Source: an optimization exercise on an open RTL-to-GDS flow (aim: small area and a short achievable clock period). Production flows keep margins and buffers that such runs may drop. For this run, only the layout was checked, not whether the RTL still works. No activity file was given, so power comes from the tool's default toggle rates.

[flow/config.mk]
export PLATFORM = sky130hd
export DESIGN_NAME = mac_unit
export DESIGN_NICKNAME = mac_unit
export VERILOG_FILES = /design/flow/design.v
export SDC_FILE = /design/flow/constraint.sdc
export NUM_CORES = 4
export LEC_CHECK = 0
export CAP_MARGIN = 20
export CORE_MARGIN = 2
export CORE_UTILIZATION = 40
export SLEW_MARGIN = 20
export SYNTH_HIERARCHICAL = 1
export SYNTH_MINIMUM_KEEP_SIZE = 0
[flow/constraint.sdc]
create_clock -name core_clock -period 13.5 [get_ports {clk}]
set_input_delay 2.7000 -clock core_clock [delete_from_list [all_inputs] [get_ports {clk}]]
set_output_delay 2.7000 -clock core_clock [all_outputs]
set_load 0.01 [all_outputs]
[flow/design.v]
module full_adder(input a,b,cin,
                  output sum,co);
assign sum=a^b^cin;
assign co=((a&b)||(b&cin)||(cin&a));                 
endmodule
module half_adder(input a,
                  input b,
                  output sum,
                  output carry);
assign sum=a^b;
assign carry=a&b;
endmodule
module mux2_1(input a,b,sel,
              output y);
assign y=sel?b:a;
endmodule
module adder_4bit(input [3:0]a,b,
                  input cin,
                  output [3:0]sum,
                  output co);
wire s1,c1,s2,c2,s3,c3,s4,s11,s44,c4,c11,s22,c22,s33,c33,c44;
full_adder f1(a[0],b[0],1'b0,s1,c1);
full_adder f2(a[1],b[1],c1,s2,c2);
full_adder f3(a[2],b[2],c2,s3,c3);
full_adder f4(a[3],b[3],c3,s4,c4);
full_adder f5(a[0],b[0],1'b1,s11,c11);
full_adder f6(a[1],b[1],c11,s22,c22);
full_adder f7(a[2],b[2],c22,s33,c33);
full_adder f8(a[3],b[3],c33,s44,c44);
mux2_1 m1(s1,s11,cin,sum[0]);
mux2_1 m2(s2,s22,cin,sum[1]);
mux2_1 m3(s3,s33,cin,sum[2]);
mux2_1 m4(s4,s44,cin,sum[3]);
mux2_1 m5(c4,c44,cin,co);
endmodule
module adder_6bit(input [5:0]a,b,
                  input cin,
                  output [5:0]sum,
                  output co);
wire s1,s2,s3,s4,s5,s6,c1,c2,c3,c4,c5,c6;
wire s11,s22,s33,s44,s55,s66,c11,c22,c33,c44,c55,c66;
full_adder f1(a[0],b[0],1'b0,s1,c1);
full_adder f2(a[1],b[1],c1,s2,c2);
full_adder f3(a[2],b[2],c2,s3,c3);
full_adder f4(a[3],b[3],c3,s4,c4);
full_adder f5(a[4],b[4],c4,s5,c5);
full_adder f6(a[5],b[5],c5,s6,c6);
full_adder f7(a[0],b[0],1'b1,s11,c11);
full_adder f8(a[1],b[1],c11,s22,c22);
full_adder f9(a[2],b[2],c22,s33,c33);
full_adder f10(a[3],b[3],c33,s44,c44);
full_adder f11(a[4],b[4],c44,s55,c55);
full_adder f12(a[5],b[5],c55,s66,c66);
mux2_1 m1(s1,s11,cin,sum[0]);
mux2_1 m2(s2,s22,cin,sum[1]);
mux2_1 m3(s3,s33,cin,sum[2]);
mux2_1 m4(s4,s44,cin,sum[3]);
mux2_1 m5(s5,s55,cin,sum[4]);
mux2_1 m6(s6,s66,cin,sum[5]);
mux2_1 m7(c6,c66,cin,co);
endmodule
module adder_8bit(input [7:0] a,b,
                   input cin,
                   output [7:0] sum,
                   output co);
wire s1,s2,s3,s4,s5,s6,s7,s8,c1,c2,c3,c4,c5,c6,c7,c8;
wire s11,s22,s33,s44,s55,s66,s77,s88,c11,c22,c33,c44,c55,c66,c77,c88;
full_adder f10(a[0],b[0],1'b0,s1,c1);
full_adder f20(a[1],b[1],c1,s2,c2);
full_adder f30(a[2],b[2],c2,s3,c3);
full_adder f40(a[3],b[3],c3,s4,c4);
full_adder f50(a[4],b[4],c4,s5,c5);
full_adder f60(a[5],b[5],c5,s6,c6);
full_adder f70(a[6],b[6],c6,s7,c7);
full_adder f80(a[7],b[7],c7,s8,c8);
full_adder f11(a[0],b[0],1'b1,s11,c11);
full_adder f22(a[1],b[1],c11,s22,c22);
full_adder f33(a[2],b[2],c22,s33,c33);
full_adder f44(a[3],b[3],c33,s44,c44);
full_adder f55(a[4],b[4],c44,s55,c55);
full_adder f66(a[5],b[5],c55,s66,c66);
full_adder f77(a[6],b[6],c66,s77,c77);
full_adder f88(a[7],b[7],c77,s88,c88);
mux2_1 m1(s1,s11,cin,sum[0]);
mux2_1 m2(s2,s22,cin,sum[1]);
mux2_1 m3(s3,s33,cin,sum[2]);
mux2_1 m4(s4,s44,cin,sum[3]);
mux2_1 m5(s5,s55,cin,sum[4]);
mux2_1 m6(s6,s66,cin,sum[5]);
mux2_1 m7(s7,s77,cin,sum[6]);
mux2_1 m8(s8,s88,cin,sum[7]);
mux2_1 m9(c8,c88,cin,co);
endmodule
module adder_12bit(input [11:0] a,b,
                   input cin,
                   output [11:0] sum,
                   output co);
wire s1,s2,s3,s4,s5,s6,s7,s8,s9,s10,s11a,s12,c1,c2,c3,c4,c5,c6,c7,c8,c9,c10,c11a,c12;
wire s11,s22,s33,s44,s55,s66,s77,s88,s99,s1010,s1111,s1212;
wire c11,c22,c33,c44,c55,c66,c77,c88,c99,c1010,c1111,c1212;
full_adder f10(a[0],b[0],1'b0,s1,c1);
full_adder f20(a[1],b[1],c1,s2,c2);
full_adder f30(a[2],b[2],c2,s3,c3);
full_adder f40(a[3],b[3],c3,s4,c4);
full_adder f50(a[4],b[4],c4,s5,c5);
full_adder f60(a[5],b[5],c5,s6,c6);
full_adder f70(a[6],b[6],c6,s7,c7);
full_adder f80(a[7],b[7],c7,s8,c8);
full_adder f90(a[8],b[8],c8,s9,c9);
full_adder f100(a[9],b[9],c9,s10,c10);
full_adder f110(a[10],b[10],c10,s11a,c11a);
full_adder f120(a[11],b[11],c11a,s12,c12);
full_adder f11(a[0],b[0],1'b1,s11,c11);
full_adder f22(a[1],b[1],c11,s22,c22);
full_adder f33(a[2],b[2],c22,s33,c33);
full_adder f44(a[3],b[3],c33,s44,c44);
full_adder f55(a[4],b[4],c44,s55,c55);
full_adder f66(a[5],b[5],c55,s66,c66);
full_adder f77(a[6],b[6],c66,s77,c77);
full_adder f88(a[7],b[7],c77,s88,c88);
full_adder f99(a[8],b[8],c88,s99,c99);
full_adder f1010(a[9],b[9],c99,s1010,c1010);
full_adder f1111(a[10],b[10],c1010,s1111,c1111);
full_adder f1212(a[11],b[11],c1111,s1212,c1212);
mux2_1 m1(s1,s11,cin,sum[0]);
mux2_1 m2(s2,s22,cin,sum[1]);
mux2_1 m3(s3,s33,cin,sum[2]);
mux2_1 m4(s4,s44,cin,sum[3]);
mux2_1 m5(s5,s55,cin,sum[4]);
mux2_1 m6(s6,s66,cin,sum[5]);
mux2_1 m7(s7,s77,cin,sum[6]);
mux2_1 m8(s8,s88,cin,sum[7]);
mux2_1 m9(s9,s99,cin,sum[8]);
mux2_1 m10(s10,s1010,cin,sum[9]);
mux2_1 m11(s11a,s1111,cin,sum[10]);
mux2_1 m12(s12,s1212,cin,sum[11]);
mux2_1 m13(c12,c1212,cin,co);
endmodule
module adder_16bit(input [15:0] a,b,
                   input cin,
                   output [15:0] sum,
                   output co);
wire s1,s2,s3,s4,s5,s6,s7,s8,s9,s10,s11a,s12,s13,s14,s15,s16;
wire c1,c2,c3,c4,c5,c6,c7,c8,c9,c10,c11a,c12,c13,c14,c15,c16;
wire s11,s22,s33,s44,s55,s66,s77,s88,s99,s1010,s1111,s1212,s1313,s1414,s1515,s1616;
wire c11,c22,c33,c44,c55,c66,c77,c88,c99,c1010,c1111,c1212,c1313,c1414,c1515,c1616;
full_adder f10(a[0],b[0],1'b0,s1,c1);
full_adder f20(a[1],b[1],c1,s2,c2);
full_adder f30(a[2],b[2],c2,s3,c3);
full_adder f40(a[3],b[3],c3,s4,c4);
full_adder f50(a[4],b[4],c4,s5,c5);
full_adder f60(a[5],b[5],c5,s6,c6);
full_adder f70(a[6],b[6],c6,s7,c7);
full_adder f80(a[7],b[7],c7,s8,c8);
full_adder f90(a[8],b[8],c8,s9,c9);
full_adder f100(a[9],b[9],c9,s10,c10);
full_adder f110(a[10],b[10],c10,s11a,c11a);
full_adder f120(a[11],b[11],c11a,s12,c12);
full_adder f130(a[12],b[12],c12,s13,c13);
full_adder f140(a[13],b[13],c13,s14,c14);
full_adder f150(a[14],b[14],c14,s15,c15);
full_adder f160(a[15],b[15],c15,s16,c16);
full_adder f11(a[0],b[0],1'b1,s11,c11);
full_adder f22(a[1],b[1],c11,s22,c22);
full_adder f33(a[2],b[2],c22,s33,c33);
full_adder f44(a[3],b[3],c33,s44,c44);
full_adder f55(a[4],b[4],c44,s55,c55);
full_adder f66(a[5],b[5],c55,s66,c66);
full_adder f77(a[6],b[6],c66,s77,c77);
full_adder f88(a[7],b[7],c77,s88,c88);
full_adder f99(a[8],b[8],c88,s99,c99);
full_adder f1010(a[9],b[9],c99,s1010,c1010);
full_adder f1111(a[10],b[10],c1010,s1111,c1111);
full_adder f1212(a[11],b[11],c1111,s1212,c1212);
full_adder f1313(a[12],b[12],c1212,s1313,c1313);
full_adder f1414(a[13],b[13],c1313,s1414,c1414);
full_adder f1515(a[14],b[14],c1414,s1515,c1515);
full_adder f1616(a[15],b[15],c1515,s1616,c1616);
mux2_1 m1(s1,s11,cin,sum[0]);
mux2_1 m2(s2,s22,cin,sum[1]);
mux2_1 m3(s3,s33,cin,sum[2]);
mux2_1 m4(s4,s44,cin,sum[3]);
mux2_1 m5(s5,s55,cin,sum[4]);
mux2_1 m6(s6,s66,cin,sum[5]);
mux2_1 m7(s7,s77,cin,sum[6]);
mux2_1 m8(s8,s88,cin,sum[7]);
mux2_1 m9(s9,s99,cin,sum[8]);
mux2_1 m10(s10,s1010,cin,sum[9]);
mux2_1 m11(s11a,s1111,cin,sum[10]);
mux2_1 m12(s12,s1212,cin,sum[11]);
mux2_1 m13(s13,s1313,cin,sum[12]);
mux2_1 m14(s14,s1414,cin,sum[13]);
mux2_1 m15(s15,s1515,cin,sum[14]);
mux2_1 m16(s16,s1616,cin,sum[15]);
mux2_1 m17(c16,c1616,cin,co);
endmodule
module adder_24bit(input [23:0] a,b,
                   input cin,
                   output [23:0] sum,
                   output co);
wire s1,s2,s3,s4,s5,s6,s7,s8,s9,s10,s11a,s12;
wire s13,s14,s15,s16,s17,s18,s19,s20,s21,s222,s23,s24;
wire c1,c2,c3,c4,c5,c6,c7,c8,c9,c10,c11a,c12;
wire c13,c14,c15,c16,c17,c18,c19,c20,c21,c222,c23,c24;
wire s11,s22,s33,s44,s55,s66,s77,s88,s99,s1010,s1111,s1212;
wire s1313,s1414,s1515,s1616,s1717,s1818,s1919,s2020,s2121,s2222,s2323,s2424;
wire c11,c22,c33,c44,c55,c66,c77,c88,c99,c1010,c1111,c1212;
wire c1313,c1414,c1515,c1616,c1717,c1818,c1919,c2020,c2121,c2222,c2323,c2424;
full_adder f10(a[0],b[0],1'b0,s1,c1);
full_adder f20(a[1],b[1],c1,s2,c2);
full_adder f30(a[2],b[2],c2,s3,c3);
full_adder f40(a[3],b[3],c3,s4,c4);
full_adder f50(a[4],b[4],c4,s5,c5);
full_adder f60(a[5],b[5],c5,s6,c6);
full_adder f70(a[6],b[6],c6,s7,c7);
full_adder f80(a[7],b[7],c7,s8,c8);
full_adder f90(a[8],b[8],c8,s9,c9);
full_adder f100(a[9],b[9],c9,s10,c10);
full_adder f110(a[10],b[10],c10,s11a,c11a);
full_adder f120(a[11],b[11],c11a,s12,c12);
full_adder f130(a[12],b[12],c12,s13,c13);
full_adder f140(a[13],b[13],c13,s14,c14);
full_adder f150(a[14],b[14],c14,s15,c15);
full_adder f160(a[15],b[15],c15,s16,c16);
full_adder f170(a[16],b[16],c16,s17,c17);
full_adder f180(a[17],b[17],c17,s18,c18);
full_adder f190(a[18],b[18],c18,s19,c19);
full_adder f200(a[19],b[19],c19,s20,c20);
full_adder f210(a[20],b[20],c20,s21,c21);
full_adder f220(a[21],b[21],c21,s222,c222);
full_adder f230(a[22],b[22],c222,s23,c23);
full_adder f240(a[23],b[23],c23,s24,c24);
full_adder f11(a[0],b[0],1'b1,s11,c11);
full_adder f22(a[1],b[1],c11,s22,c22);
full_adder f33(a[2],b[2],c22,s33,c33);
full_adder f44(a[3],b[3],c33,s44,c44);
full_adder f55(a[4],b[4],c44,s55,c55);
full_adder f66(a[5],b[5],c55,s66,c66);
full_adder f77(a[6],b[6],c66,s77,c77);
full_adder f88(a[7],b[7],c77,s88,c88);
full_adder f99(a[8],b[8],c88,s99,c99);
full_adder f1010(a[9],b[9],c99,s1010,c1010);
full_adder f1111(a[10],b[10],c1010,s1111,c1111);
full_adder f1212(a[11],b[11],c1111,s1212,c1212);
full_adder f1313(a[12],b[12],c1212,s1313,c1313);
full_adder f1414(a[13],b[13],c1313,s1414,c1414);
full_adder f1515(a[14],b[14],c1414,s1515,c1515);
full_adder f1616(a[15],b[15],c1515,s1616,c1616);
full_adder f1717(a[16],b[16],c1616,s1717,c1717);
full_adder f1818(a[17],b[17],c1717,s1818,c1818);
full_adder f1919(a[18],b[18],c1818,s1919,c1919);
full_adder f2020(a[19],b[19],c1919,s2020,c2020);
full_adder f2121(a[20],b[20],c2020,s2121,c2121);
full_adder f2222(a[21],b[21],c2121,s2222,c2222);
full_adder f2323(a[22],b[22],c2222,s2323,c2323);
full_adder f2424(a[23],b[23],c2323,s2424,c2424);
mux2_1 m1(s1,s11,cin,sum[0]);
mux2_1 m2(s2,s22,cin,sum[1]);
mux2_1 m3(s3,s33,cin,sum[2]);
mux2_1 m4(s4,s44,cin,sum[3]);
mux2_1 m5(s5,s55,cin,sum[4]);
mux2_1 m6(s6,s66,cin,sum[5]);
mux2_1 m7(s7,s77,cin,sum[6]);
mux2_1 m8(s8,s88,cin,sum[7]);
mux2_1 m9(s9,s99,cin,sum[8]);
mux2_1 m10(s10,s1010,cin,sum[9]);
mux2_1 m11(s11a,s1111,cin,sum[10]);
mux2_1 m12(s12,s1212,cin,sum[11]);
mux2_1 m13(s13,s1313,cin,sum[12]);
mux2_1 m14(s14,s1414,cin,sum[13]);
mux2_1 m15(s15,s1515,cin,sum[14]);
mux2_1 m16(s16,s1616,cin,sum[15]);
mux2_1 m17(s17,s1717,cin,sum[16]);
mux2_1 m18(s18,s1818,cin,sum[17]);
mux2_1 m19(s19,s1919,cin,sum[18]);
mux2_1 m20(s20,s2020,cin,sum[19]);
mux2_1 m21(s21,s2121,cin,sum[20]);
mux2_1 m22(s222,s2222,cin,sum[21]);
mux2_1 m23(s23,s2323,cin,sum[22]);
mux2_1 m24(s24,s2424,cin,sum[23]);
mux2_1 m25(c24,c2424,cin,co);
endmodule
module mul_2x2(input clk,
               input [1:0]a,b,
               output [3:0]out);           
reg [1:0]clk_a,clk_b;
wire [3:0]temp;
always @(posedge clk)
 begin
  clk_a<=a;
  clk_b<=b;
 end
assign out[0]=clk_a[0]&clk_b[0];
assign temp[0]=clk_a[0]&clk_b[1];
assign temp[1]=clk_a[1]&clk_b[0];
assign temp[2]=clk_a[1]&clk_b[1];
half_adder h1(temp[0],temp[1],out[1],temp[3]);
half_adder h2(temp[3],temp[2],out[2],out[3]);
endmodule
module mul_4x4(input clk,
               input [3:0]a,
               input [3:0]b,
               output [7:0]c);
wire [3:0]q0,q1,q2,q3,q4;
wire [5:0]q5,q6;		
wire [3:0]temp1;
wire [5:0]temp2,temp3,temp4;
reg [3:0]clk_a,clk_b;
always @(posedge clk)
begin
 clk_a<=a;
 clk_b<=b;
end
mul_2x2 m1(clk,clk_a[1:0],clk_b[1:0],q0[3:0]);
mul_2x2 m2(clk,clk_a[3:2],clk_b[1:0],q1[3:0]);
mul_2x2 m3(clk,clk_a[1:0],clk_b[3:2],q2[3:0]);
mul_2x2 m4(clk,clk_a[3:2],clk_b[3:2],q3[3:0]);
assign temp1 ={2'b00,q0[3:2]};
adder_4bit a1(q1[3:0],temp1,1'b0,q4,);
assign temp2 ={2'b00,q2[3:0]};
assign temp3 ={q3[3:0],2'b00};
adder_6bit a2(temp2,temp3,1'b0,q5,);
assign temp4={2'b00,q4[3:0]};
adder_6bit a3(temp4,q5,1'b0,q6,);
assign c[1:0]=q0[1:0];
assign c[7:2]=q6[5:0];
endmodule
module mul_8x8(input clk,
               input [7:0] a,b,
               output [15:0]c);
wire [7:0]q0,q1,q2,q3,q4;
wire [11:0]q5,q6;	
wire [7:0]temp1;
wire [11:0]temp2,temp3,temp4;
reg [7:0]clk_a,clk_b;
always @(posedge clk)
begin
 clk_a<=a;
 clk_b<=b;
end
mul_4x4 mu1(clk,clk_a[3:0],clk_b[3:0],q0[7:0]);
mul_4x4 mu2(clk,clk_a[7:4],clk_b[3:0],q1[7:0]);
mul_4x4 mu3(clk,clk_a[3:0],clk_b[7:4],q2[7:0]);
mul_4x4 mu4(clk,clk_a[7:4],clk_b[7:4],q3[7:0]);
assign temp1 ={4'b0000,q0[7:4]};
adder_8bit a1(q1[7:0],temp1,1'b0,q4,);
assign temp2 ={4'b0000,q2[7:0]};
assign temp3 ={q3[7:0],4'b0000};
adder_12bit a2(temp2,temp3,1'b0,q5,);
assign temp4={4'b0000,q4[7:0]};
adder_12bit a3(temp4,q5,1'b0,q6,);
assign c[3:0]=q0[3:0];
assign c[15:4]=q6[11:0];
endmodule    
module mul_16x16(input clk,
                 input [15:0]a,
                 input [15:0]b,
                 output [31:0]c);
reg [15:0]ra,rb;
reg [87:0]s2;
reg [31:0]p3,p4;
wire s1, c2;
half_adder ha2((ra[0] & rb[13]), (ra[1] & rb[12]), s1, c2);
wire s3, c4;
full_adder fa4((ra[0] & rb[14]), (ra[1] & rb[13]), (ra[2] & rb[12]), s3, c4);
wire s5, c6;
half_adder ha6((ra[3] & rb[11]), (ra[4] & rb[10]), s5, c6);
wire s7, c8;
full_adder fa8((ra[0] & rb[15]), (ra[1] & rb[14]), (ra[2] & rb[13]), s7, c8);
wire s9, c10;
full_adder fa10((ra[3] & rb[12]), (ra[4] & rb[11]), (ra[5] & rb[10]), s9, c10);
wire s11, c12;
half_adder ha12((ra[6] & rb[9]), (ra[7] & rb[8]), s11, c12);
wire s13, c14;
full_adder fa14((ra[1] & rb[15]), (ra[2] & rb[14]), (ra[3] & rb[13]), s13, c14);
wire s15, c16;
full_adder fa16((ra[4] & rb[12]), (ra[5] & rb[11]), (ra[6] & rb[10]), s15, c16);
wire s17, c18;
half_adder ha18((ra[7] & rb[9]), (ra[8] & rb[8]), s17, c18);
wire s19, c20;
full_adder fa20((ra[2] & rb[15]), (ra[3] & rb[14]), (ra[4] & rb[13]), s19, c20);
wire s21, c22;
full_adder fa22((ra[5] & rb[12]), (ra[6] & rb[11]), (ra[7] & rb[10]), s21, c22);
wire s23, c24;
full_adder fa24((ra[3] & rb[15]), (ra[4] & rb[14]), (ra[5] & rb[13]), s23, c24);
wire s25, c26;
half_adder ha26((ra[0] & rb[9]), (ra[1] & rb[8]), s25, c26);
wire s27, c28;
full_adder fa28((ra[0] & rb[10]), (ra[1] & rb[9]), (ra[2] & rb[8]), s27, c28);
wire s29, c30;
half_adder ha30((ra[3] & rb[7]), (ra[4] & rb[6]), s29, c30);
wire s31, c32;
full_adder fa32((ra[0] & rb[11]), (ra[1] & rb[10]), (ra[2] & rb[9]), s31, c32);
wire s33, c34;
full_adder fa34((ra[3] & rb[8]), (ra[4] & rb[7]), (ra[5] & rb[6]), s33, c34);
wire s35, c36;
half_adder ha36((ra[6] & rb[5]), (ra[7] & rb[4]), s35, c36);
wire s37, c38;
full_adder fa38((ra[0] & rb[12]), (ra[1] & rb[11]), (ra[2] & rb[10]), s37, c38);
wire s39, c40;
full_adder fa40((ra[3] & rb[9]), (ra[4] & rb[8]), (ra[5] & rb[7]), s39, c40);
wire s41, c42;
full_adder fa42((ra[6] & rb[6]), (ra[7] & rb[5]), (ra[8] & rb[4]), s41, c42);
wire s43, c44;
half_adder ha44((ra[9] & rb[3]), (ra[10] & rb[2]), s43, c44);
wire s45, c46;
full_adder fa46((ra[2] & rb[11]), (ra[3] & rb[10]), (ra[4] & rb[9]), s45, c46);
wire s47, c48;
full_adder fa48((ra[5] & rb[8]), (ra[6] & rb[7]), (ra[7] & rb[6]), s47, c48);
wire s49, c50;
full_adder fa50((ra[8] & rb[5]), (ra[9] & rb[4]), (ra[10] & rb[3]), s49, c50);
wire s51, c52;
full_adder fa52((ra[11] & rb[2]), (ra[12] & rb[1]), (ra[13] & rb[0]), s51, c52);
wire s53, c54;
full_adder fa54((ra[5] & rb[9]), (ra[6] & rb[8]), (ra[7] & rb[7]), s53, c54);
wire s55, c56;
full_adder fa56((ra[8] & rb[6]), (ra[9] & rb[5]), (ra[10] & rb[4]), s55, c56);
wire s57, c58;
full_adder fa58((ra[11] & rb[3]), (ra[12] & rb[2]), (ra[13] & rb[1]), s57, c58);
wire s59, c60;
full_adder fa60((ra[14] & rb[0]), c2, s5, s59, c60);
wire s61, c62;
full_adder fa62((ra[8] & rb[7]), (ra[9] & rb[6]), (ra[10] & rb[5]), s61, c62);
wire s63, c64;
full_adder fa64((ra[11] & rb[4]), (ra[12] & rb[3]), (ra[13] & rb[2]), s63, c64);
wire s65, c66;
full_adder fa66((ra[14] & rb[1]), (ra[15] & rb[0]), c6, s65, c66);
wire s67, c68;
full_adder fa68(s11, c4, s7, s67, c68);
wire s69, c70;
full_adder fa70((ra[9] & rb[7]), (ra[10] & rb[6]), (ra[11] & rb[5]), s69, c70);
wire s71, c72;
full_adder fa72((ra[12] & rb[4]), (ra[13] & rb[3]), (ra[14] & rb[2]), s71, c72);
wire s73, c74;
full_adder fa74((ra[15] & rb[1]), c12, s17, s73, c74);
wire s75, c76;
full_adder fa76(c8, c10, s13, s75, c76);
wire s77, c78;
full_adder fa78((ra[8] & rb[9]), (ra[9] & rb[8]), (ra[10] & rb[7]), s77, c78);
wire s79, c80;
full_adder fa80((ra[11] & rb[6]), (ra[12] & rb[5]), (ra[13] & rb[4]), s79, c80);
wire s81, c82;
full_adder fa82((ra[14] & rb[3]), (ra[15] & rb[2]), c18, s81, c82);
wire s83, c84;
full_adder fa84(c14, c16, s19, s83, c84);
wire s85, c86;
full_adder fa86((ra[6] & rb[12]), (ra[7] & rb[11]), (ra[8] & rb[10]), s85, c86);
wire s87, c88;
full_adder fa88((ra[9] & rb[9]), (ra[10] & rb[8]), (ra[11] & rb[7]), s87, c88);
wire s89, c90;
full_adder fa90((ra[12] & rb[6]), (ra[13] & rb[5]), (ra[14] & rb[4]), s89, c90);
wire s91, c92;
full_adder fa92((ra[15] & rb[3]), c20, c22, s91, c92);
wire s93, c94;
full_adder fa94((ra[4] & rb[15]), (ra[5] & rb[14]), (ra[6] & rb[13]), s93, c94);
wire s95, c96;
full_adder fa96((ra[7] & rb[12]), (ra[8] & rb[11]), (ra[9] & rb[10]), s95, c96);
wire s97, c98;
full_adder fa98((ra[10] & rb[9]), (ra[11] & rb[8]), (ra[12] & rb[7]), s97, c98);
wire s99, c100;
full_adder fa100((ra[13] & rb[6]), (ra[14] & rb[5]), (ra[15] & rb[4]), s99, c100);
wire s101, c102;
full_adder fa102((ra[5] & rb[15]), (ra[6] & rb[14]), (ra[7] & rb[13]), s101, c102);
wire s103, c104;
full_adder fa104((ra[8] & rb[12]), (ra[9] & rb[11]), (ra[10] & rb[10]), s103, c104);
wire s105, c106;
full_adder fa106((ra[11] & rb[9]), (ra[12] & rb[8]), (ra[13] & rb[7]), s105, c106);
wire s107, c108;
full_adder fa108((ra[6] & rb[15]), (ra[7] & rb[14]), (ra[8] & rb[13]), s107, c108);
wire s109, c110;
full_adder fa110((ra[9] & rb[12]), (ra[10] & rb[11]), (ra[11] & rb[10]), s109, c110);
wire s111, c112;
full_adder fa112((ra[7] & rb[15]), (ra[8] & rb[14]), (ra[9] & rb[13]), s111, c112);
wire s113, c114;
half_adder ha114((ra[0] & rb[6]), (ra[1] & rb[5]), s113, c114);
wire s115, c116;
full_adder fa116((ra[0] & rb[7]), (ra[1] & rb[6]), (ra[2] & rb[5]), s115, c116);
wire s117, c118;
half_adder ha118((ra[3] & rb[4]), (ra[4] & rb[3]), s117, c118);
wire s119, c120;
full_adder fa120((ra[0] & rb[8]), (ra[1] & rb[7]), (ra[2] & rb[6]), s119, c120);
wire s121, c122;
full_adder fa122((ra[3] & rb[5]), (ra[4] & rb[4]), (ra[5] & rb[3]), s121, c122);
wire s123, c124;
half_adder ha124((ra[6] & rb[2]), (ra[7] & rb[1]), s123, c124);
wire s125, c126;
full_adder fa126((ra[2] & rb[7]), (ra[3] & rb[6]), (ra[4] & rb[5]), s125, c126);
wire s127, c128;
full_adder fa128((ra[5] & rb[4]), (ra[6] & rb[3]), (ra[7] & rb[2]), s127, c128);
wire s129, c130;
full_adder fa130((ra[8] & rb[1]), (ra[9] & rb[0]), s25, s129, c130);
wire s131, c132;
full_adder fa132((ra[5] & rb[5]), (ra[6] & rb[4]), (ra[7] & rb[3]), s131, c132);
wire s133, c134;
full_adder fa134((ra[8] & rb[2]), (ra[9] & rb[1]), (ra[10] & rb[0]), s133, c134);
wire s135, c136;
full_adder fa136(c26, s29, s27, s135, c136);
wire s137, c138;
full_adder fa138((ra[8] & rb[3]), (ra[9] & rb[2]), (ra[10] & rb[1]), s137, c138);
wire s139, c140;
full_adder fa140((ra[11] & rb[0]), c30, s35, s139, c140);
wire s141, c142;
full_adder fa142(c28, s31, s33, s141, c142);
wire s143, c144;
full_adder fa144((ra[11] & rb[1]), (ra[12] & rb[0]), c36, s143, c144);
wire s145, c146;
full_adder fa146(s43, c32, c34, s145, c146);
wire s147, c148;
full_adder fa148(s37, s39, s41, s147, c148);
wire s149, c150;
full_adder fa150(c44, s1, c38, s149, c150);
wire s151, c152;
full_adder fa152(c40, c42, s45, s151, c152);
wire s153, c154;
full_adder fa154(s47, s49, s51, s153, c154);
wire s155, c156;
full_adder fa156(c46, c48, c50, s155, c156);
wire s157, c158;
full_adder fa158(c52, s53, s55, s157, c158);
wire s159, c160;
full_adder fa160(s57, s3, s59, s159, c160);
wire s161, c162;
full_adder fa162(c54, c56, c58, s161, c162);
wire s163, c164;
full_adder fa164(s61, s63, s9, s163, c164);
wire s165, c166;
full_adder fa166(c60, s65, s67, s165, c166);
wire s167, c168;
full_adder fa168(c62, c64, s69, s167, c168);
wire s169, c170;
full_adder fa170(s71, s15, c66, s169, c170);
wire s171, c172;
full_adder fa172(s73, c68, s75, s171, c172);
wire s173, c174;
full_adder fa174(c70, c72, s77, s173, c174);
wire s175, c176;
full_adder fa176(s79, s21, c74, s175, c176);
wire s177, c178;
full_adder fa178(s81, c76, s83, s177, c178);
wire s179, c180;
full_adder fa180(c78, c80, s85, s179, c180);
wire s181, c182;
full_adder fa182(s87, s89, s23, s181, c182);
wire s183, c184;
full_adder fa184(c82, c84, s91, s183, c184);
wire s185, c186;
full_adder fa186(c86, c88, c90, s185, c186);
wire s187, c188;
full_adder fa188(s93, s95, s97, s187, c188);
wire s189, c190;
full_adder fa190(s99, c24, c92, s189, c190);
wire s191, c192;
full_adder fa192((ra[14] & rb[6]), (ra[15] & rb[5]), c94, s191, c192);
wire s193, c194;
full_adder fa194(c96, c98, c100, s193, c194);
wire s195, c196;
full_adder fa196(s101, s103, s105, s195, c196);
wire s197, c198;
full_adder fa198((ra[12] & rb[9]), (ra[13] & rb[8]), (ra[14] & rb[7]), s197, c198);
wire s199, c200;
full_adder fa200((ra[15] & rb[6]), c102, c104, s199, c200);
wire s201, c202;
full_adder fa202(c106, s107, s109, s201, c202);
wire s203, c204;
full_adder fa204((ra[10] & rb[12]), (ra[11] & rb[11]), (ra[12] & rb[10]), s203, c204);
wire s205, c206;
full_adder fa206((ra[13] & rb[9]), (ra[14] & rb[8]), (ra[15] & rb[7]), s205, c206);
wire s207, c208;
full_adder fa208(c108, c110, s111, s207, c208);
wire s209, c210;
full_adder fa210((ra[8] & rb[15]), (ra[9] & rb[14]), (ra[10] & rb[13]), s209, c210);
wire s211, c212;
full_adder fa212((ra[11] & rb[12]), (ra[12] & rb[11]), (ra[13] & rb[10]), s211, c212);
wire s213, c214;
full_adder fa214((ra[14] & rb[9]), (ra[15] & rb[8]), c112, s213, c214);
wire s215, c216;
full_adder fa216((ra[9] & rb[15]), (ra[10] & rb[14]), (ra[11] & rb[13]), s215, c216);
wire s217, c218;
full_adder fa218((ra[12] & rb[12]), (ra[13] & rb[11]), (ra[14] & rb[10]), s217, c218);
wire s219, c220;
full_adder fa220((ra[10] & rb[15]), (ra[11] & rb[14]), (ra[12] & rb[13]), s219, c220);
wire s221, c222;
half_adder ha222((ra[0] & rb[4]), (ra[1] & rb[3]), s221, c222);
wire s223, c224;
full_adder fa224((ra[0] & rb[5]), (ra[1] & rb[4]), (ra[2] & rb[3]), s223, c224);
wire s225, c226;
half_adder ha226((ra[3] & rb[2]), (ra[4] & rb[1]), s225, c226);
wire s227, c228;
full_adder fa228((ra[2] & rb[4]), (ra[3] & rb[3]), (ra[4] & rb[2]), s227, c228);
wire s229, c230;
full_adder fa230((ra[5] & rb[1]), (ra[6] & rb[0]), s113, s229, c230);
wire s231, c232;
full_adder fa232((ra[5] & rb[2]), (ra[6] & rb[1]), (ra[7] & rb[0]), s231, c232);
wire s233, c234;
full_adder fa234(c114, s117, s115, s233, c234);
wire s235, c236;
full_adder fa236((ra[8] & rb[0]), c118, s123, s235, c236);
wire s237, c238;
full_adder fa238(c116, s119, s121, s237, c238);
wire s239, c240;
full_adder fa240(c124, c120, c122, s239, c240);
wire s241, c242;
full_adder fa242(s125, s127, s129, s241, c242);
wire s243, c244;
full_adder fa244(c126, c128, s131, s243, c244);
wire s245, c246;
full_adder fa246(s133, c130, s135, s245, c246);
wire s247, c248;
full_adder fa248(c132, c134, s137, s247, c248);
wire s249, c250;
full_adder fa250(s139, c136, s141, s249, c250);
wire s251, c252;
full_adder fa252(c138, c140, s143, s251, c252);
wire s253, c254;
full_adder fa254(c142, s145, s147, s253, c254);
wire s255, c256;
full_adder fa256(c144, c146, c148, s255, c256);
wire s257, c258;
full_adder fa258(s149, s151, s153, s257, c258);
wire s259, c260;
full_adder fa260(c150, c152, c154, s259, c260);
wire s261, c262;
full_adder fa262(s155, s157, s159, s261, c262);
wire s263, c264;
full_adder fa264(c156, c158, s161, s263, c264);
wire s265, c266;
full_adder fa266(s163, c160, s165, s265, c266);
wire s267, c268;
full_adder fa268(c162, c164, s167, s267, c268);
wire s269, c270;
full_adder fa270(s169, c166, s171, s269, c270);
wire s271, c272;
full_adder fa272(c168, s173, c170, s271, c272);
wire s273, c274;
full_adder fa274(s175, c172, s177, s273, c274);
wire s275, c276;
full_adder fa276(c174, s179, s181, s275, c276);
wire s277, c278;
full_adder fa278(c176, c178, s183, s277, c278);
wire s279, c280;
full_adder fa280(c180, c182, s185, s279, c280);
wire s281, c282;
full_adder fa282(s187, c184, s189, s281, c282);
wire s283, c284;
full_adder fa284(c186, c188, s191, s283, c284);
wire s285, c286;
full_adder fa286(s193, s195, c190, s285, c286);
wire s287, c288;
full_adder fa288(s197, c192, c194, s287, c288);
wire s289, c290;
full_adder fa290(c196, s199, s201, s289, c290);
wire s291, c292;
full_adder fa292(c198, s203, s205, s291, c292);
wire s293, c294;
full_adder fa294(c200, c202, s207, s293, c294);
wire s295, c296;
full_adder fa296(c204, c206, s209, s295, c296);
wire s297, c298;
full_adder fa298(s211, c208, s213, s297, c298);
wire s299, c300;
full_adder fa300((ra[15] & rb[9]), c210, c212, s299, c300);
wire s301, c302;
full_adder fa302(s215, s217, c214, s301, c302);
wire s303, c304;
full_adder fa304((ra[13] & rb[12]), (ra[14] & rb[11]), (ra[15] & rb[10]), s303, c304);
wire s305, c306;
full_adder fa306(c216, c218, s219, s305, c306);
wire s307, c308;
full_adder fa308((ra[11] & rb[15]), (ra[12] & rb[14]), (ra[13] & rb[13]), s307, c308);
wire s309, c310;
full_adder fa310((ra[14] & rb[12]), (ra[15] & rb[11]), c220, s309, c310);
wire s311, c312;
full_adder fa312((ra[12] & rb[15]), (ra[13] & rb[14]), (ra[14] & rb[13]), s311, c312);
wire s313, c314;
half_adder ha314((ra[0] & rb[3]), (ra[1] & rb[2]), s313, c314);
wire s315, c316;
full_adder fa316((ra[2] & rb[2]), (ra[3] & rb[1]), (ra[4] & rb[0]), s315, c316);
wire s317, c318;
full_adder fa318((ra[5] & rb[0]), c222, s225, s317, c318);
wire s319, c320;
full_adder fa320(c226, c224, s227, s319, c320);
wire s321, c322;
full_adder fa322(c228, s231, c230, s321, c322);
wire s323, c324;
full_adder fa324(c232, s235, c234, s323, c324);
wire s325, c326;
full_adder fa326(c236, c238, s239, s325, c326);
wire s327, c328;
full_adder fa328(c240, s243, c242, s327, c328);
wire s329, c330;
full_adder fa330(c244, s247, c246, s329, c330);
wire s331, c332;
full_adder fa332(c248, s251, c250, s331, c332);
wire s333, c334;
full_adder fa334(c252, c254, s255, s333, c334);
wire s335, c336;
full_adder fa336(c256, c258, s259, s335, c336);
wire s337, c338;
full_adder fa338(c260, s263, c262, s337, c338);
wire s339, c340;
full_adder fa340(c264, s267, c266, s339, c340);
wire s341, c342;
full_adder fa342(c268, s271, c270, s341, c342);
wire s343, c344;
full_adder fa344(s275, c272, c274, s343, c344);
wire s345, c346;
full_adder fa346(c276, s279, c278, s345, c346);
wire s347, c348;
full_adder fa348(c280, s283, c282, s347, c348);
wire s349, c350;
full_adder fa350(c284, s287, s289, s349, c350);
wire s351, c352;
full_adder fa352(s291, c288, c290, s351, c352);
wire s353, c354;
full_adder fa354(c292, s295, c294, s353, c354);
wire s355, c356;
full_adder fa356(c296, s299, c298, s355, c356);
wire s357, c358;
full_adder fa358(s303, c300, s305, s357, c358);
wire s359, c360;
full_adder fa360(c304, s307, c306, s359, c360);
wire s361, c362;
full_adder fa362((ra[15] & rb[12]), c308, s311, s361, c362);
wire s363, c364;
full_adder fa364((ra[13] & rb[15]), (ra[14] & rb[14]), (ra[15] & rb[13]), s363, c364);
wire [87:0]s2_d;
assign s2_d[0] = (ra[0] & rb[0]);
assign s2_d[1] = (ra[0] & rb[1]);
assign s2_d[2] = (ra[1] & rb[0]);
assign s2_d[3] = (ra[0] & rb[2]);
assign s2_d[4] = (ra[1] & rb[1]);
assign s2_d[5] = (ra[2] & rb[0]);
assign s2_d[6] = s313;
assign s2_d[7] = (ra[2] & rb[1]);
assign s2_d[8] = (ra[3] & rb[0]);
assign s2_d[9] = c314;
assign s2_d[10] = s315;
assign s2_d[11] = s221;
assign s2_d[12] = c316;
assign s2_d[13] = s317;
assign s2_d[14] = s223;
assign s2_d[15] = c318;
assign s2_d[16] = s319;
assign s2_d[17] = s229;
assign s2_d[18] = c320;
assign s2_d[19] = s321;
assign s2_d[20] = s233;
assign s2_d[21] = c322;
assign s2_d[22] = s323;
assign s2_d[23] = s237;
assign s2_d[24] = c324;
assign s2_d[25] = s325;
assign s2_d[26] = s241;
assign s2_d[27] = c326;
assign s2_d[28] = s327;
assign s2_d[29] = s245;
assign s2_d[30] = c328;
assign s2_d[31] = s329;
assign s2_d[32] = s249;
assign s2_d[33] = c330;
assign s2_d[34] = s331;
assign s2_d[35] = s253;
assign s2_d[36] = c332;
assign s2_d[37] = s333;
assign s2_d[38] = s257;
assign s2_d[39] = c334;
assign s2_d[40] = s335;
assign s2_d[41] = s261;
assign s2_d[42] = c336;
assign s2_d[43] = s337;
assign s2_d[44] = s265;
assign s2_d[45] = c338;
assign s2_d[46] = s339;
assign s2_d[47] = s269;
assign s2_d[48] = c340;
assign s2_d[49] = s341;
assign s2_d[50] = s273;
assign s2_d[51] = c342;
assign s2_d[52] = s343;
assign s2_d[53] = s277;
assign s2_d[54] = c344;
assign s2_d[55] = s345;
assign s2_d[56] = s281;
assign s2_d[57] = c346;
assign s2_d[58] = s347;
assign s2_d[59] = s285;
assign s2_d[60] = c348;
assign s2_d[61] = s349;
assign s2_d[62] = c286;
assign s2_d[63] = c350;
assign s2_d[64] = s351;
assign s2_d[65] = s293;
assign s2_d[66] = c352;
assign s2_d[67] = s353;
assign s2_d[68] = s297;
assign s2_d[69] = c354;
assign s2_d[70] = s355;
assign s2_d[71] = s301;
assign s2_d[72] = c356;
assign s2_d[73] = s357;
assign s2_d[74] = c302;
assign s2_d[75] = c358;
assign s2_d[76] = s359;
assign s2_d[77] = s309;
assign s2_d[78] = c360;
assign s2_d[79] = s361;
assign s2_d[80] = c310;
assign s2_d[81] = c362;
assign s2_d[82] = s363;
assign s2_d[83] = c312;
assign s2_d[84] = c364;
assign s2_d[85] = (ra[14] & rb[15]);
assign s2_d[86] = (ra[15] & rb[14]);
assign s2_d[87] = (ra[15] & rb[15]);
wire s365, c366;
half_adder ha366(s2[3], s2[4], s365, c366);
wire s367, c368;
full_adder fa368(s2[6], s2[7], s2[8], s367, c368);
wire s369, c370;
full_adder fa370(s2[9], s2[10], s2[11], s369, c370);
wire s371, c372;
full_adder fa372(s2[12], s2[13], s2[14], s371, c372);
wire s373, c374;
full_adder fa374(s2[15], s2[16], s2[17], s373, c374);
wire s375, c376;
full_adder fa376(s2[18], s2[19], s2[20], s375, c376);
wire s377, c378;
full_adder fa378(s2[21], s2[22], s2[23], s377, c378);
wire s379, c380;
full_adder fa380(s2[24], s2[25], s2[26], s379, c380);
wire s381, c382;
full_adder fa382(s2[27], s2[28], s2[29], s381, c382);
wire s383, c384;
full_adder fa384(s2[30], s2[31], s2[32], s383, c384);
wire s385, c386;
full_adder fa386(s2[33], s2[34], s2[35], s385, c386);
wire s387, c388;
full_adder fa388(s2[36], s2[37], s2[38], s387, c388);
wire s389, c390;
full_adder fa390(s2[39], s2[40], s2[41], s389, c390);
wire s391, c392;
full_adder fa392(s2[42], s2[43], s2[44], s391, c392);
wire s393, c394;
full_adder fa394(s2[45], s2[46], s2[47], s393, c394);
wire s395, c396;
full_adder fa396(s2[48], s2[49], s2[50], s395, c396);
wire s397, c398;
full_adder fa398(s2[51], s2[52], s2[53], s397, c398);
wire s399, c400;
full_adder fa400(s2[54], s2[55], s2[56], s399, c400);
wire s401, c402;
full_adder fa402(s2[57], s2[58], s2[59], s401, c402);
wire s403, c404;
full_adder fa404(s2[60], s2[61], s2[62], s403, c404);
wire s405, c406;
full_adder fa406(s2[63], s2[64], s2[65], s405, c406);
wire s407, c408;
full_adder fa408(s2[66], s2[67], s2[68], s407, c408);
wire s409, c410;
full_adder fa410(s2[69], s2[70], s2[71], s409, c410);
wire s411, c412;
full_adder fa412(s2[72], s2[73], s2[74], s411, c412);
wire s413, c414;
full_adder fa414(s2[75], s2[76], s2[77], s413, c414);
wire s415, c416;
full_adder fa416(s2[78], s2[79], s2[80], s415, c416);
wire s417, c418;
full_adder fa418(s2[81], s2[82], s2[83], s417, c418);
wire s419, c420;
full_adder fa420(s2[84], s2[85], s2[86], s419, c420);
wire [31:0]x3 = {c420, c418, c416, c414, c412, c410, c408, c406, c404, c402, c400, c398, c396, c394, c392, c390, c388, c386, c384, c382, c380, c378, c376, c374, c372, c370, c368, c366, s365, s2[1], s2[0]};
wire [31:0]y3 = {s2[87], s419, s417, s415, s413, s411, s409, s407, s405, s403, s401, s399, s397, s395, s393, s391, s389, s387, s385, s383, s381, s379, s377, s375, s373, s371, s369, s367, s2[5], s2[2], 1'b0};
always @(posedge clk)
 begin
  ra<=a;
  rb<=b;
  s2<=s2_d;
  p3<=x3+y3;
  p4<=p3;
 end
assign c=p4;
endmodule
module accumulator(input clk,en,clr,
                   input [31:0]a,
                   output [39:0]c);
reg [39:0]acc;
always @(posedge clk)
 begin
  if (clr)
   acc <= 40'b0;
  else if (en)
  begin 
   acc <= acc + {8'b0,a};
  end
 end
assign c = acc;
endmodule
module mac_unit(input clk,en,clr,
                input [15:0]a,b,
                output [39:0]c);
wire [31:0]temp1;
mul_16x16 m1(clk,a,b,temp1);
accumulator a1(clk,en,clr,temp1,c);
endmodule
[flow/run.sh]
#!/bin/bash
# synth_recipe.tcl (not shown) runs the flow's synth.tcl, then flattens the netlist and writes it again
# the make line also repeats each setting of config.mk as NAME=value (left out here)
make -C /OpenROAD-flow-scripts/flow DESIGN_CONFIG=/design/flow/config.mk WORK_HOME=/design/flow/orfs CLKGATE_MAP_FILE= SYNTH_SCRIPT=/design/flow/synth_recipe.tcl finish
==> run summary <==
==> per-module statistics from Yosys, one instance, submodules excluded, a selection <==
| module | cells inside | area (um2) |
|---|---|---|
| accumulator | 384 | 3110 |
| mul_16x16 | 740 | 7240 |
| full_adder | 1 | 20.0 |
| half_adder | 1 | 12.5 |
==> power by group through the flow <==
stage | clock [mW] | combinational, mW | sequential [mW]
3_5_place_dp | 0 | 2.25 | 1.05
6_report | 0.651 | 2.27 | 1.03
2_1_floorplan | 0 | 1.71 | 1.01
4_1_cts | 0.671 | 2.26 | 1.04
3_3_place_gp | 0 | 2.22 | 1.05
5_1_grt | 0.699 | 2.54 | 1.06
==> per-stage QoR <==
step           instance area [um2]  utilization  total power [mW]
3_5_place_dp                 15600        0.438              3.30
4_1_cts                      16400        0.460              3.97
3_3_place_gp                 15600        0.438              3.27
5_1_grt                      16400        0.460              4.30
2_1_floorplan                14400            -              2.72
6_report                     16400        0.460              3.95
==> path summary, 6_finish.rpt <==
path	startpoint	cells after the start	slack, ps	endpoint
setup / recovery	a1.acc[34]	1	9260	c[34]
hold / removal	m1.p3[5]	0	320	m1.p4[5]
setup reg to reg	m1.rb[13]	6	10060	m1.s2[46]
hold reg to reg	m1.p3[5]	0	320	m1.p4[5]
==> registers in the layout, summed over array words and instances, names as in the netlist <==
register  cells
a1.acc       40
m1.p4        32
m1.rb        16
m1.ra        16
m1.s2        88
m1.p3        32
==> logic make-up (layout without fill, tap and decap cells) <==
| family | count (synthesis) | count (layout) | share of synthesized area |
|---|---|---|---|
| AND/OR/NAND/NOR | 477 | 477 | 0.183 |
| XOR/XNOR | 52 | 52 | 0.0315 |
| flip-flops | 224 | 224 | 0.311 |
| buffers and inverters | 69 | 138 | 0.0188 |
| multiplexers | 24 | 24 | 0.0168 |
| adder cells (fa/ha/maj) | 274 | 274 | 0.340 |
| AO/OA/AOI/OAI | 214 | 214 | 0.0996 |
==> cells in the mapped netlist, drive strengths merged, types with 5 or more instances <==
library cell	n
nand4	14
buf	13
nand2	70
xor2	20
and2	261
o22ai	11
a21oi	69
xnor2	32
a31oi	12
nand3	16
o211ai	6
dfxtp	224
a21o	16
o21bai	9
a211oi	18
o31ai	8
inv	14
fa	197
nand2b	7
a311oi	5
nor2	66
and3	7
o21ai	38
nor2b	7
nor3	10
clkbuf	41
mux2i	22
ha	77
==> metal layers <==
layer  wire (um)  global-route usage
met1       15700               0.241
met2       15700               0.301
met3        1110              0.0235
met4         740              0.0544
met5           0                   0
==> area by class of cell <==
class,count,area (um2),area share
inverters,15,56.3,0.00344
clock inverters,17,134,0.00818
multi-input cells,1041,9680,0.592
well taps,461,577,0.0353
flip-flops and latches,224,4480,0.274
clock buffers,29,661,0.0404
repair buffers,77,763,0.0467
==> summary.txt <==
Clock tree
  – CTS resizes: 0
  – CTS tree: built
  – Total clock sinks: 224
  – Number of buffers created by CTS: 25
  – Worst-path clk slew: 60 ps
  – CTS Root Cell: clkbuf_16
  – Bufs on Longest Clock Path: 3
  – H-tree Lvls: 1
  – Hold_buf cts: 0
  – Setup Buffers After CTS: 0
  – Clock Latency Late Sink: 530 ps

Global route
  – Congestion Overflow GR: 0
  – Largest net degree at the start of global routing: 43
  – Gr usage total: 0.179
  – Initial antenna violation count: 0
  – First-pass GRT wire length: 54600 um
  – Vias in the first global route: 10300

STA
  – Final hold vios: 0
  – Final-report max-slew violation count: 0
  – Setup TNS Final: 0 ps
  – Minimum clock period: 4240 ps
  – Finish-stage setup viols: 0
  – Worst-Margin Slew: 814 ps
  – RSZ-0062 raised after global routing: false
  – Period utilization: 0.314
  – WHS: 317 ps
  – Skew final: 19.9 ps
  – Setup WS post-layout: 9260 ps
  – Slew HR: 0.453
  – Peak Freq: 236 MHz

Worst setup path
  – Critical path peak fanout: 7
  – Crit path DAT: 1540 ps
  – Worst Setup Start Kind: flop
  – Slowest stage cell on the critical path: clkdlybuf4s50_1
  – Crit-path cells: clkdlybuf4s50_1
  – Top Family by Delay on Critical Path: buffers and inverters
  – CP endpoint kind: primary output
  – Buf/Inv on CP: 1
  – Required time of the critical path: 10800 ps
  – Critical setup path kind: flop to primary output
  – CP peak stage delay: 580 ps

Power and ir drop
  – Clk pwr share: 0.165
  – Leakage: 6.93 nW
  – Power density cells: 242 mW/mm2
  – Sequential power share: 0.261
  – Internal power: 2.23 mW
  – Worst IR Drop VDD: 0.148 mV
  – Sw frac: 0.436
  – Comb pwr share: 0.574
  – Sw power: 1.73 mW

Synthesis
  – Synthesized flop and latch total: 224
  – EDFF count, synth: 0
  – Syn Area/Cell: 10.8 um2
  – Cell area after synthesis: 0.0144 mm2
  – Seq/Total Area, Yosys: 0.311
  – Synthesized netlist cell count: 1334
  – Cell taking the most area after synthesis: dfxtp_1
  – Post-synth cell types: 66
  – Top cell type's share of synthesized area: 0.311
  – Async set or reset register ratio after synthesis: 0
  – Synth Net Count: 1643
  – Synth Warn #: 8
  – Prevailing post-synth register cell: dfxtp_1
  – Synth area leaders: dfxtp_1 31%, fa_1 27%, and2_1 11%

Layout
  – Most frequent cells in the layout: 261 x and2_1, 224 x dfxtp_1, 197 x fa_1
  – Post-Layout Cell Count: 1864
  – Layout area overhead: 13.3%
  – Filler cells: 3369
  – Most common cell after layout, fill and taps aside: and2_1
  – Diode count: 0
  – Fraction of layout cells with a size suffix above 1: 0.0470
  – Fin nets: 1693

Die
  – FP Rows: 69
  – # IOs: 75
  – DIE WIDTH: 194 um
  – Core area: 0.0356 mm2
  – Chip Height: 194 um
  – Starting density of the core: 0.406
  – Die area: 0.0376 mm2

Detailed routing
  – DRC Markers: 0
  – DRT iter0 DRCs: 451
  – Drt total wl: 33300 um
  – DRT antenna net count: 0
  – Via Count: 9630
  – Drt via density: 5.17
  – 1st-pass router iterations: 5
  – Average wire per standard cell: 17.9 um

Placement
  – RePlAce Congestion: 0.836
  – Port Buf Inserts: 74
  – Placed cells: 1818
  – Pre-CTS setup slack: 8740 ps
  – HPWL after DPL: 25000 um

Worst hold path
  – Worst min path class: flop to flop

Run
  – Max Cap Viol: 0

Run status
  – Outcome: complete, no violations

-- port drivers added, routing unchanged --
No port has a modelled driver above. Below, the same layout with a new extraction and two added sets of constraints. Step 1, drivers: a clkbuf_16 drives clk and a buf_2 each remaining input, both assumed. Step 2 also shifts input and output timing later by t, the mid clock arrival at the registers, as if the neighbouring blocks saw the same clock. Slacks: no drivers / after step 1 / after step 2; pairs: no drivers / after step 1.
t (ns): 0.569
setup slack, ns: 9.259 / 9.212 / 8.759
hold slack, ns: 0.317 / 0.317 / 0.317
After both steps setup and hold are still met in this run. For this run, drivers alone change the setup slack by -0.047 ns; drivers and shift together by -0.500 ns.
